Source: an optimization exercise on an open RTL-to-GDS flow (aim: small area). Production flows keep margins and buffers that such runs may drop.
In this exercise RTL edits were held to simulation tests only and were not proved equivalent to the original.
The clock input has no modelled driver; a real chip could not lean on it and would need a root buffer or a full tree.
Power is estimated from default activity; no workload was simulated.

==> run G <==
Design Lab2, start of the top module:
module Lab2(clk, rst, button, light, dis, switch, levelLight, laserLight);
clock: 5.0 ns
lec_check: 0
cap_margin: 20
core_margin: 2
core_utilization: 70
slew_margin: 20
standard.sh (not shown) runs the stock make flow with config.mk's settings and CLKGATE_MAP_FILE= SYNTH_SCRIPT=/design/flow/synth_recipe.tcl, a recipe that flattens the netlist after the stock synthesis.
==> flow/flow/run.sh <==
#!/bin/bash
set -euo pipefail
export BUFFER_PORTS_ARGS="-buffer_cell sky130_fd_sc_hd__buf_1"
export SKIP_REPAIR_TIE_FANOUT=1
# Clock tree built before CTS by flow/mantree.tcl (a root buffer driving
# three leaf buffers, each driving a group of nearby flip-flops); CTS then has no
# net left to buffer.
export CLK_NLEAF=3 CLK_LEAF_BUF=sky130_fd_sc_hd__clkbuf_8 CLK_ROOT_BUF=sky130_fd_sc_hd__clkbuf_1
export PRE_CTS_TCL="$PWD/flow/mantree.tcl"
export CTS_ARGS="-clk_nets clk"
R=orfs/results/${FLOW_PLATFORM:-sky130hd}/Lab2/base
bash standard.sh synth > std_synth.log 2>&1
cp $R/1_2_yosys.v std_1_2_yosys.v
LIB=$FLOW_HOME/platforms/sky130hd/lib/sky130_fd_sc_hd__tt_025C_1v80.lib
YOSYS=$(command -v yosys || echo /OpenROAD-flow-scripts/tools/install/yosys/bin/yosys)
nff=$(grep -c dfxtp std_1_2_yosys.v)
run_scr() {
  local scr=$1 n=$(basename $1 .scr)
  sed "s#@LIB@#$LIB#g; s#@IN@#std_1_2_yosys.v#; s#@SCR@#$scr#; s#@OUT@#resynth_$n.v#; s#@STAT@#resynth_stat_$n.log#" flow/resynth.ys > resynth_$n.ys
  $YOSYS -s resynth_$n.ys > resynth_$n.log 2>&1 || true
}
for scr in $(ls flow/abc_*.scr | grep -v deep); do run_scr $scr & done
wait
# The deepsyn scripts run for a fixed time each; run them side by side.
for scr in flow/abc_deep*.scr; do run_scr $scr & done
wait
best=""; barea=""
for scr in flow/abc_*.scr; do
  n=$(basename $scr .scr)
  if [ -f resynth_$n.v ] && [ "$(grep -c dfxtp resynth_$n.v)" = "$nff" ]; then
    a=$(grep "Chip area" resynth_stat_$n.log | awk '{print $NF}')
    echo "$n $a" >> resynth_areas.log
    if [ -z "$barea" ] || awk "BEGIN{exit !($a < $barea)}"; then best=$n; barea=$a; fi
  fi
done
echo "best $best $barea" >> resynth_areas.log
# One tie cell drives both the constant-1 and the constant-0 outputs.
python3 flow/onetie.py resynth_$best.v $R/1_2_yosys.v > onetie.log 2>&1 || cp resynth_$best.v $R/1_2_yosys.v
rm -f $R/1_synth.odb $R/1_synth.sdc
bash standard.sh finish > std_finish.log 2>&1
==> flow/flow/abc_deep1.scr <==
&get -n
&deepsyn -S 1 -T 60
&put
dch -f
amap
strash
dch -f
amap
topo
==> flow/flow/abc_deep2.scr <==
&get -n
&deepsyn -S 2 -T 60
&put
dch -f
amap
strash
dch -f
amap
topo
==> flow/flow/abc_deep3.scr <==
&get -n
&deepsyn -S 3 -T 60
&put
dch -f
amap
strash
dch -f
amap
topo
==> flow/flow/abc_deep4.scr <==
&get -n
&deepsyn -S 4 -T 60
&put
dch -f
amap
strash
dch -f
amap
topo
==> flow/flow/mantree.tcl <==
# Manual clock tree: one root buffer (CLK_ROOT_BUF) driving CLK_NLEAF leaf
# buffers (CLK_LEAF_BUF). The flip-flops are split into CLK_NLEAF groups of
# nearby flip-flops (k-means on their locations, started from vertical
# slices); each leaf buffer sits at the centroid of its group.
set block [ord::get_db_block]
set db [ord::get_db]
set clknet [$block findNet clk]
set pts {}
foreach it [$clknet getITerms] {
  set loc [[$it getInst] getLocation]
  lappend pts [list [lindex $loc 0] [lindex $loc 1] $it]
}
set pts [lsort -integer -index 0 $pts]
set n [llength $pts]
set k $::env(CLK_NLEAF)
# initial centers: centroids of vertical slices
set cx {}; set cy {}
for {set c 0} {$c < $k} {incr c} {
  set lo [expr {$c * $n / $k}]; set hi [expr {($c + 1) * $n / $k}]
  set sx 0; set sy 0
  for {set i $lo} {$i < $hi} {incr i} { set p [lindex $pts $i]; incr sx [lindex $p 0]; incr sy [lindex $p 1] }
  lappend cx [expr {$sx / ($hi - $lo)}]; lappend cy [expr {$sy / ($hi - $lo)}]
}
set cap [expr {($n + $k - 1) / $k + 2}]
for {set iter 0} {$iter < 20} {incr iter} {
  # assign each point to nearest center with room (balanced groups)
  set asg {}
  set cnt [lrepeat $k 0]
  set order {}
  for {set i 0} {$i < $n} {incr i} {
    set p [lindex $pts $i]
    set best 1e18
    for {set c 0} {$c < $k} {incr c} {
      set d [expr {abs([lindex $p 0] - [lindex $cx $c]) + abs([lindex $p 1] - [lindex $cy $c])}]
      if {$d < $best} { set best $d }
    }
    lappend order [list $best $i]
  }
  set asg [lrepeat $n -1]
  foreach o [lsort -real -index 0 $order] {
    set i [lindex $o 1]; set p [lindex $pts $i]
    set bc -1; set bd 1e18
    for {set c 0} {$c < $k} {incr c} {
      if {[lindex $cnt $c] >= $cap} continue
      set d [expr {abs([lindex $p 0] - [lindex $cx $c]) + abs([lindex $p 1] - [lindex $cy $c])}]
      if {$d < $bd} { set bd $d; set bc $c }
    }
    lset asg $i $bc
    lset cnt $bc [expr {[lindex $cnt $bc] + 1}]
  }
  set nx {}; set ny {}
  for {set c 0} {$c < $k} {incr c} {
    set sx 0; set sy 0; set m 0
    for {set i 0} {$i < $n} {incr i} { if {[lindex $asg $i] == $c} { set p [lindex $pts $i]; incr sx [lindex $p 0]; incr sy [lindex $p 1]; incr m } }
    if {$m > 0} { lappend nx [expr {$sx / $m}]; lappend ny [expr {$sy / $m}] } else { lappend nx [lindex $cx $c]; lappend ny [lindex $cy $c] }
  }
  set cx $nx; set cy $ny
}
set rootm [$db findMaster $::env(CLK_ROOT_BUF)]
set leafm [$db findMaster $::env(CLK_LEAF_BUF)]
set root [odb::dbInst_create $block $rootm clkbuf_root]
set rnet [odb::dbNet_create $block clk_root]
$rnet setSigType CLOCK
[$root findITerm A] connect $clknet
[$root findITerm X] connect $rnet
set rx 0; set ry 0
for {set c 0} {$c < $k} {incr c} {
  set leaf [odb::dbInst_create $block $leafm clkbuf_leaf_$c]
  set lnet [odb::dbNet_create $block clk_leaf_$c]
  $lnet setSigType CLOCK
  [$leaf findITerm A] connect $rnet
  [$leaf findITerm X] connect $lnet
  for {set i 0} {$i < $n} {incr i} {
    if {[lindex $asg $i] == $c} {
      set it [lindex [lindex $pts $i] 2]
      $it disconnect
      $it connect $lnet
    }
  }
  $leaf setLocation [lindex $cx $c] [lindex $cy $c]
  $leaf setPlacementStatus PLACED
  incr rx [lindex $cx $c]; incr ry [lindex $cy $c]
}
$root setLocation [expr {$rx / $k}] [expr {$ry / $k}]
$root setPlacementStatus PLACED
$clknet setSigType CLOCK
==> flow/flow/onetie.py <==
# Merge the tie-high and tie-low conb_1 cells of a netlist into one cell.
import re, sys
v = open(sys.argv[1]).read()
pat = re.compile(r'\s*sky130_fd_sc_hd__conb_1\s+(\S+)\s*\(\s*\.(HI|LO)\(([^()]*)\)\s*\);')
m = pat.findall(v)
if len(m) == 2 and {m[0][1], m[1][1]} == {"HI", "LO"}:
    pins = {p: n for _, p, n in m}
    v = pat.sub('', v, count=2)
    cell = '\n  sky130_fd_sc_hd__conb_1 %s (\n    .HI(%s),\n    .LO(%s)\n  );' % (m[0][0], pins["HI"], pins["LO"])
    v = v.replace('\nendmodule', cell + '\nendmodule', 1)
    print("merged", m)
else:
    print("left as is", m)
open(sys.argv[2], 'w').write(v)
Other scripts of this flow, unchanged in this note and not shown: flow/flow/abc_amap1.scr, flow/flow/abc_dc2.scr, flow/flow/abc_dc2b.scr, flow/flow/abc_dch.scr, flow/flow/abc_dsdb.scr, flow/flow/abc_fraig.scr, flow/flow/abc_fraig2.scr, flow/flow/abc_gb.scr, flow/flow/abc_it2.scr, flow/flow/abc_it6.scr, flow/flow/abc_resub.scr, flow/flow/abc_rfz.scr, flow/flow/abc_rs2.scr, flow/flow/resynth.ys
==> run F (differences from run G) <==
--- a/flow/design.v
+++ b/flow/design.v
@@ -6,22 +6,22 @@
 	output [41:0] dis;
 	output [9:0] light;
 	reg [1:0] cv;      
 	reg [5:0] dc;      
 	reg [6:0] bc;      
 	reg pl;            
-	reg bf_on;         
 	reg [1:0] lv;      
 	reg [1:0] hp;      
+	reg [1:0] bhh;     
 	reg [5:0] lo;
 	reg [2:0] hi;
 	reg [2:0] pos;     
 	reg [3:0] lc;      
 	reg [1:0] sh, nx;
-	wire [2:0] bh = {lv, sh[1]};     
-	wire ctrl = bf_on;
+	wire [2:0] bh = {bhh, sh[1]};    
+	wire ctrl = lv[1] & lv[0];
 	wire win = ctrl & bh[2] & bh[1] & bh[0];
 	wire lose = ~hp[1] & ~hp[0];
 	wire over = win | lose;
 	wire boss = ctrl & ~over;
 	wire run = switch & ~over;
 	wire lpos = sh[0];
@@ -51,32 +51,30 @@
 	wire las = run & ctrl & lo[5] & lo[4] & ~lo[0] & lc[3];
 	wire dmgev = (exitb & dmg1) | (las & ~gen & dmgb);
 	wire idle = ~dc[5] & ~dc[4] & ~dc[3];
 	wire up = ~button[1] & ~c3;
 	wire dn = ~button[0] & ~c0;
 	wire mv = run & idle & (up | dn);
-	wire [2:0] bhn = bh - {2'b0, bev | (ctrl & (bh == 3'd0))};
+	wire [2:0] bhn = bh - {2'b0, bev | (bh == 3'd0)};
 	wire [7:0] bcs = {1'b0, bc} + {7'd0, run};
 	always @(posedge clk) begin
 		if (rst) begin
-			cv <= 0; dc <= 0; bc <= 7'd28; pl <= 0; lv <= 0; bf_on <= 0; hp <= 3;
+			cv <= 0; dc <= 0; bc <= 7'd28; pl <= 0; lv <= 0; hp <= 3; bhh <= 2'b11;
 			lo <= 0; hi <= 0; pos <= 0; lc <= 0; sh <= 0; nx <= 0;
 		end else begin
 			if (mv) cv <= dn ? cv - 2'd1 : cv + 2'd1;
 			dc <= (dc + {5'd0, run & ~idle}) | {2'b0, mv, mv, mv, 1'b0};
 			bc <= bcs[7] ? 7'd28 : bcs[6:0];
 			pl <= pl ^ bcs[7];
 			lo <= (step | lwr) ? 6'd0 : lo + {5'd0, run};
 			hi <= (step | bhw) ? 3'd0 : hi + {2'd0, lwr};
 			if (exitb) pos <= 0;
 			else if (step | bhw) pos <= pos + 3'd1;
 			if (lup | (blw & lc[3])) lc <= 0;
 			else if (exitb | blw) lc <= lc + 4'd1;
-			if (lup) lv <= lv + 2'd1;
-			else if (ctrl) lv <= bhn[2:1];
-			bf_on <= bf_on | trans;
+			lv <= lv + {1'b0, lup};
 			if (exitb) begin
 				sh <= {nx[1] ^ ~lc[1], nx[0] ^ lc[0]};
 				nx <= c3 ? cv : cv + 2'd1;
 			end else if (trans) begin
 				sh <= 2'b00;
 				nx <= 2'b00;
@@ -85,12 +83,13 @@
 					nx <= {gen, ~gen};
 					sh[0] <= lpos ^ ~gen;
 				end
 				sh[1] <= bhn[0];
 			end
 			hp <= hp - {1'b0, dmgev};
+			bhh <= bhn[2:1];
 		end
 	end
 	wire [5:0] pg;
 	assign pg[0] = ~ctrl & ~pos[2] & ~pos[1] & pos[0];
 	assign pg[1] = ~ctrl & ~pos[2] & pos[1] & ~pos[0];
 	assign pg[2] = ~ctrl & ~pos[2] & pos[1] & pos[0];
==> flow/flow/run.sh (replaced) <==
#!/bin/bash
set -euo pipefail
export BUFFER_PORTS_ARGS="-buffer_cell sky130_fd_sc_hd__buf_1"
export SKIP_REPAIR_TIE_FANOUT=1
# Clock tree built before CTS by flow/mantree.tcl (a root buffer driving
# three leaf buffers, each driving a group of nearby flip-flops); CTS then has no
# net left to buffer.
export CLK_NLEAF=3 CLK_LEAF_BUF=sky130_fd_sc_hd__clkbuf_8 CLK_ROOT_BUF=sky130_fd_sc_hd__clkbuf_1
export PRE_CTS_TCL="$PWD/flow/mantree.tcl"
export CTS_ARGS="-clk_nets clk"
R=orfs/results/${FLOW_PLATFORM:-sky130hd}/Lab2/base
bash standard.sh synth > std_synth.log 2>&1
cp $R/1_2_yosys.v std_1_2_yosys.v
LIB=$FLOW_HOME/platforms/sky130hd/lib/sky130_fd_sc_hd__tt_025C_1v80.lib
YOSYS=$(command -v yosys || echo /OpenROAD-flow-scripts/tools/install/yosys/bin/yosys)
nff=$(grep -c dfxtp std_1_2_yosys.v)
best=""; barea=""
for scr in flow/abc_*.scr; do
  n=$(basename $scr .scr)
  sed "s#@LIB@#$LIB#g; s#@IN@#std_1_2_yosys.v#; s#@SCR@#$scr#; s#@OUT@#resynth_$n.v#; s#@STAT@#resynth_stat_$n.log#" flow/resynth.ys > resynth_$n.ys
  if $YOSYS -s resynth_$n.ys > resynth_$n.log 2>&1 && [ "$(grep -c dfxtp resynth_$n.v)" = "$nff" ]; then
    a=$(grep "Chip area" resynth_stat_$n.log | awk '{print $NF}')
    echo "$n $a" >> resynth_areas.log
    if [ -z "$barea" ] || awk "BEGIN{exit !($a < $barea)}"; then best=$n; barea=$a; fi
  fi
done
echo "best $best $barea" >> resynth_areas.log
cp resynth_$best.v $R/1_2_yosys.v
rm -f $R/1_synth.odb $R/1_synth.sdc
bash standard.sh finish > std_finish.log 2>&1
==> flow/flow/abc_deep.scr (new file) <==
&get -n
&deepsyn -T 40
&put
dch -f
amap
strash
dch -f
amap
topo
removed: flow/flow/abc_deep1.scr
removed: flow/flow/abc_deep2.scr
removed: flow/flow/abc_deep3.scr
removed: flow/flow/abc_deep4.scr
removed: flow/flow/onetie.py
==> run H (differences from run G) <==
--- a/flow/flow/run.sh
+++ b/flow/flow/run.sh
@@ -1,14 +1,14 @@
 #!/bin/bash
 set -euo pipefail
 export BUFFER_PORTS_ARGS="-buffer_cell sky130_fd_sc_hd__buf_1"
 export SKIP_REPAIR_TIE_FANOUT=1
-# Clock tree built before CTS by flow/mantree.tcl (a root buffer driving
-# three leaf buffers, each driving a group of nearby flip-flops); CTS then has no
-# net left to buffer.
-export CLK_NLEAF=3 CLK_LEAF_BUF=sky130_fd_sc_hd__clkbuf_8 CLK_ROOT_BUF=sky130_fd_sc_hd__clkbuf_1
+# Clock tree built before CTS by flow/mantree.tcl: the clock port feeds three
+# leaf buffers, each driving a group of nearby flip-flops; the hook then turns
+# the CTS call into a no-op.
+export CLK_NLEAF=3 CLK_LEAF_BUF=sky130_fd_sc_hd__clkbuf_8 CLK_ROOT_BUF=none
 export PRE_CTS_TCL="$PWD/flow/mantree.tcl"
 export CTS_ARGS="-clk_nets clk"
 R=orfs/results/${FLOW_PLATFORM:-sky130hd}/Lab2/base
 bash standard.sh synth > std_synth.log 2>&1
 cp $R/1_2_yosys.v std_1_2_yosys.v
 LIB=$FLOW_HOME/platforms/sky130hd/lib/sky130_fd_sc_hd__tt_025C_1v80.lib
--- a/flow/flow/mantree.tcl
+++ b/flow/flow/mantree.tcl
@@ -1,10 +1,6 @@
-# Manual clock tree: one root buffer (CLK_ROOT_BUF) driving CLK_NLEAF leaf
-# buffers (CLK_LEAF_BUF). The flip-flops are split into CLK_NLEAF groups of
-# nearby flip-flops (k-means on their locations, started from vertical
-# slices); each leaf buffer sits at the centroid of its group.
 set block [ord::get_db_block]
 set db [ord::get_db]
 set clknet [$block findNet clk]
 set pts {}
 foreach it [$clknet getITerms] {
   set loc [[$it getInst] getLocation]
@@ -53,19 +49,24 @@
     set sx 0; set sy 0; set m 0
     for {set i 0} {$i < $n} {incr i} { if {[lindex $asg $i] == $c} { set p [lindex $pts $i]; incr sx [lindex $p 0]; incr sy [lindex $p 1]; incr m } }
     if {$m > 0} { lappend nx [expr {$sx / $m}]; lappend ny [expr {$sy / $m}] } else { lappend nx [lindex $cx $c]; lappend ny [lindex $cy $c] }
   }
   set cx $nx; set cy $ny
 }
-set rootm [$db findMaster $::env(CLK_ROOT_BUF)]
 set leafm [$db findMaster $::env(CLK_LEAF_BUF)]
-set root [odb::dbInst_create $block $rootm clkbuf_root]
-set rnet [odb::dbNet_create $block clk_root]
-$rnet setSigType CLOCK
-[$root findITerm A] connect $clknet
-[$root findITerm X] connect $rnet
+if {$::env(CLK_ROOT_BUF) eq "none"} {
+  set root ""
+  set rnet $clknet
+} else {
+  set rootm [$db findMaster $::env(CLK_ROOT_BUF)]
+  set root [odb::dbInst_create $block $rootm clkbuf_root]
+  set rnet [odb::dbNet_create $block clk_root]
+  $rnet setSigType CLOCK
+  [$root findITerm A] connect $clknet
+  [$root findITerm X] connect $rnet
+}
 set rx 0; set ry 0
 for {set c 0} {$c < $k} {incr c} {
   set leaf [odb::dbInst_create $block $leafm clkbuf_leaf_$c]
   set lnet [odb::dbNet_create $block clk_leaf_$c]
   $lnet setSigType CLOCK
   [$leaf findITerm A] connect $rnet
@@ -78,9 +79,14 @@
     }
   }
   $leaf setLocation [lindex $cx $c] [lindex $cy $c]
   $leaf setPlacementStatus PLACED
   incr rx [lindex $cx $c]; incr ry [lindex $cy $c]
 }
-$root setLocation [expr {$rx / $k}] [expr {$ry / $k}]
-$root setPlacementStatus PLACED
+if {$root ne ""} {
+  $root setLocation [expr {$rx / $k}] [expr {$ry / $k}]
+  $root setPlacementStatus PLACED
+}
 $clknet setSigType CLOCK
+# The tree is complete: make the CTS call that follows this hook a no-op.
+rename clock_tree_synthesis my_unused_clock_tree_synthesis
+proc clock_tree_synthesis {args} { puts "clock tree built by flow/mantree.tcl" }
==> comparison table <==
quantity                                                run H       run F       run G
Run status                           timing/DRC/antenna clean  timing/DRC/antenna clean  timing/DRC/antenna clean
Global routing met1 resource utilization                43.3%       41.9%       43.3%
Syn_nets                                                  338         347         338
P_sw                                               0.000109 W  0.000138 W  0.000126 W
Register fraction of the total cell area                33.5%       33.7%       33.4%
Origin of the worst min-delay path                      bc[6]       dc[5]       bc[6]
Multi-input gate share of total cell area               49.0%       47.6%       48.9%
Levels on crit path                                        11           9          11
Max Clock Skew                                        14.4 ps     15.3 ps     15.0 ps
Avg Cell Area, Syn                                   6.81 µm²    6.68 µm²    6.81 µm²
Fraction of the cycle the final worst path needs        76.9%       86.3%       83.6%
Mean number of vias per cell                             5.80        5.80        5.80
CP Data Arrival Time                                  2840 ps     3320 ps     3180 ps
P per Cell Area                                    207 mW/mm²  220 mW/mm²  214 mW/mm²
Die span in y                                         60.8 µm     61.1 µm     60.8 µm
Worst slew margin relative to its limit                 39.4%       35.4%       41.2%
Nonclk inv count                                           35          40          35
Filler cells                                              237         235         235
Clock Latency Late Sink                                150 ps      540 ps      500 ps
Reg2Reg Setup Slack                                   1800 ps     1770 ps     1800 ps
Maximum achievable frequency                          260 MHz     232 MHz     239 MHz
Startpoint of the worst register-to-register path       lv[1]       lv[1]       lv[1]
The clock cells of run H come from the design's own scripts or RTL, not from TritonCTS.

-- afterwards: timing with drivers on the ports --
The results above use ideal ports. As a check the final layouts listed here were re-extracted and re-timed, cells and wires unchanged. Step 1 assumes that a clkbuf_16 drives the clock port and a buf_2 every other input. Step 2 moves the port delays by t, midway between the first and last clock arrival at a register: inputs arrive t later, outputs are due t later. That takes back most of the time a late clock gives input paths. Slacks: no drivers / after step 1 / after step 2; pairs: no drivers / after step 1.
| run | t, ns | setup WS [ns] | clock arrival spread, ns |
|---|---|---|---|
| run G | 0.514 | 0.821 / 0.797 / 1.311 | 0.015 / 0.015 |
| run F | 0.556 | 0.684 / 0.660 / 1.217 | 0.015 / 0.015 |
| run H | 0.190 | 1.156 / 1.109 / 1.299 | 0.015 / 0.014 |
After both steps every run listed still meets setup and hold.
